Source: an optimization exercise on an open RTL-to-GDS flow (aim: small area, a short achievable clock period and few clock cycles per item). Production flows keep margins and buffers that such runs may drop. Power is estimated from default activity; no workload was simulated.

Setup of run A:
## lc4_processor
module lc4_processor(input wire         clk,
                     input wire         rst,
                     input wire         gwe,
                     output wire [15:0] o_cur_pc,
                     input wire [15:0]  i_cur_insn_A,
                     input wire [15:0]  i_cur_insn_B,
                     output wire [15:0] o_dmem_addr,
                     input wire [15:0]  i_cur_dmem_data,
                     output wire        o_dmem_we,
                     output wire [15:0] o_dmem_towrite,
                     output wire [ 1:0] test_stall_A,
                     output wire [ 1:0] test_stall_B,
                     output wire [15:0] test_cur_pc_A,
                     output wire [15:0] test_cur_pc_B,
                     output wire [15:0] test_cur_insn_A,
                     output wire [15:0] test_cur_insn_B,
                     output wire        test_regfile_we_A,
                     output wire        test_regfile_we_B,
                     output wire [ 2:0] test_regfile_wsel_A,
                     output wire [ 2:0] test_regfile_wsel_B,
                     output wire [15:0] test_regfile_data_A,
                     output wire [15:0] test_regfile_data_B,
                     output wire        test_nzp_we_A,
                     output wire        test_nzp_we_B,
                     output wire [ 2:0] test_nzp_new_bits_A,
                     output wire [ 2:0] test_nzp_new_bits_B,
                     output wire        test_dmem_we_A,
                     output wire        test_dmem_we_B,
                     output wire [15:0] test_dmem_addr_A,
                     output wire [15:0] test_dmem_addr_B,
                     output wire [15:0] test_dmem_data_A,
                     output wire [15:0] test_dmem_data_B,
                     input  wire [ 7:0] switch_data,
                     output wire [15:0] seven_segment_data,
                     output wire [ 7:0] led_data
                     );
Size in the first run: about 3000 cells after synthesis, roughly 29000 sq um of cells after synthesis.
clock: 38.0 ns
lec_check: 0
cap_margin: 30
core_margin: 2
core_utilization: 40
slew_margin: 50
buffer_ports_args: -buffer_cell sky130_fd_sc_hd__buf_4
standard.sh (not shown) runs the stock make flow with config.mk's settings and CLKGATE_MAP_FILE= SYNTH_SCRIPT=/design/flow/synth_recipe.tcl, a recipe that flattens the netlist after the stock synthesis.
==> flow/flow/run.sh <==
#!/bin/bash
set -euo pipefail
cat >> config.mk <<'EOC'
export BUFFER_PORTS_ARGS = -buffer_cell sky130_fd_sc_hd__buf_4
EOC
bash standard.sh > flow.log 2>&1
Setup changes, run A to run B
# run A
export LEC_CHECK = 0
export CAP_MARGIN = 30
export CORE_MARGIN = 2
export CORE_UTILIZATION = 40
export SLEW_MARGIN = 50
export BUFFER_PORTS_ARGS = -buffer_cell sky130_fd_sc_hd__buf_4
create_clock -name core_clock -period 38.0 [get_ports {clk}]
# run B
export LEC_CHECK = 0
export CAP_MARGIN = 30
export CORE_MARGIN = 2
export CORE_UTILIZATION = 45
export SLEW_MARGIN = 50
export BUFFER_PORTS_ARGS = -buffer_cell sky130_fd_sc_hd__buf_4
create_clock -name core_clock -period 38.0 [get_ports {clk}]
## What came out
- Later-pin clock latency in the skew report came out higher on run B than on run A.
- The required time of the critical path reported for run B is smaller than that of run A by 0.03 ns.
- As far as area growth from synthesis to layout is concerned, run B and run A perform about the same.
- Run A has a higher placer congestion estimate than run B.
Edits applied to the flow inputs when going from run B to run C:
# run B
export LEC_CHECK = 0
export CAP_MARGIN = 30
export CORE_MARGIN = 2
export CORE_UTILIZATION = 45
export SLEW_MARGIN = 50
export BUFFER_PORTS_ARGS = -buffer_cell sky130_fd_sc_hd__buf_4
create_clock -name core_clock -period 38.0 [get_ports {clk}]
# run C
export LEC_CHECK = 0
export CAP_MARGIN = 40
export CORE_MARGIN = 2
export CORE_UTILIZATION = 40
export SLEW_MARGIN = 60
export BUFFER_PORTS_ARGS = -buffer_cell sky130_fd_sc_hd__buf_4
create_clock -name core_clock -period 38.0 [get_ports {clk}]
Findings:
- Across run C and run B, none had a timing, DRC or antenna violation.
- Diff run B -> run C: net switching fraction of the power has increased, total power consumption of the routed design has increased, CTS buffer count has decreased.
- Diff run B -> run C: overall die area now sits higher; global-route track usage on met2 has decreased; total cell area at the placement stage has increased; count of non-CTS buffers in the layout now sits higher; maximum vdd ir drop now sits lower.
- Compared with run B, run C shows instance count on the critical path higher by about 7%.
- On register-to-register slack: between run C and run B, it ends up higher for run B.
> inputs changed (run C -> run D)
# run C
export LEC_CHECK = 0
export CAP_MARGIN = 40
export CORE_MARGIN = 2
export CORE_UTILIZATION = 40
export SLEW_MARGIN = 60
export BUFFER_PORTS_ARGS = -buffer_cell sky130_fd_sc_hd__buf_4
create_clock -name core_clock -period 38.0 [get_ports {clk}]
# run D
export LEC_CHECK = 0
export CAP_MARGIN = 30
export CORE_MARGIN = 2
export CORE_UTILIZATION = 30
export SLEW_MARGIN = 50
export BUFFER_PORTS_ARGS = -buffer_cell sky130_fd_sc_hd__buf_4
create_clock -name core_clock -period 38.0 [get_ports {clk}]
Run D closes out successfully: all stages finished, all timing, DRC and antenna checks passed. Run C: full flow OK, the timing, DRC and antenna checks passed. Run C leaves less setup margin than run D. The remaining max-slew budget at the tightest pin number comes out lower for run D vs run C. In run D the cell area turned out about 0.8% higher than in run C.
No run of this note included a check of the RTL's function; only the layout flow was run.

re-timing with driven ports:
The results above use ideal ports. As a check the final layouts listed here were re-extracted and re-timed, cells and wires unchanged.
Step 1, drivers: a clkbuf_16 drives clk and a buf_2 each remaining input, both assumed.
Step 2 adds t to the input delays and takes it off the output delays; t is the mean of the earliest and latest rising clock arrival at the registers after step 1. Input paths then give back, and output paths get back, about the clock's delay inside the block.
Three values: ideal, step 1, step 2; two values: the first two.
| run | shift t [ns] | slack for setup (ns) | latest minus earliest clock arrival (ns) | worst data-port slew with drivers (ns) |
|---|---|---|---|---|
| run A | 0.631 | 28.018 / 28.018 / 28.018 | 0.035 / 0.035 | 0.05 |
| run B | 0.647 | 28.324 / 28.324 / 28.324 | 0.048 / 0.049 | 0.08 |
| run C | 0.637 | 28.090 / 28.090 / 28.090 | 0.034 / 0.034 | 0.05 |
| run D | 0.631 | 28.141 / 28.141 / 28.141 | 0.041 / 0.041 | 0.05 |
After both steps setup and hold are still met in every run listed.
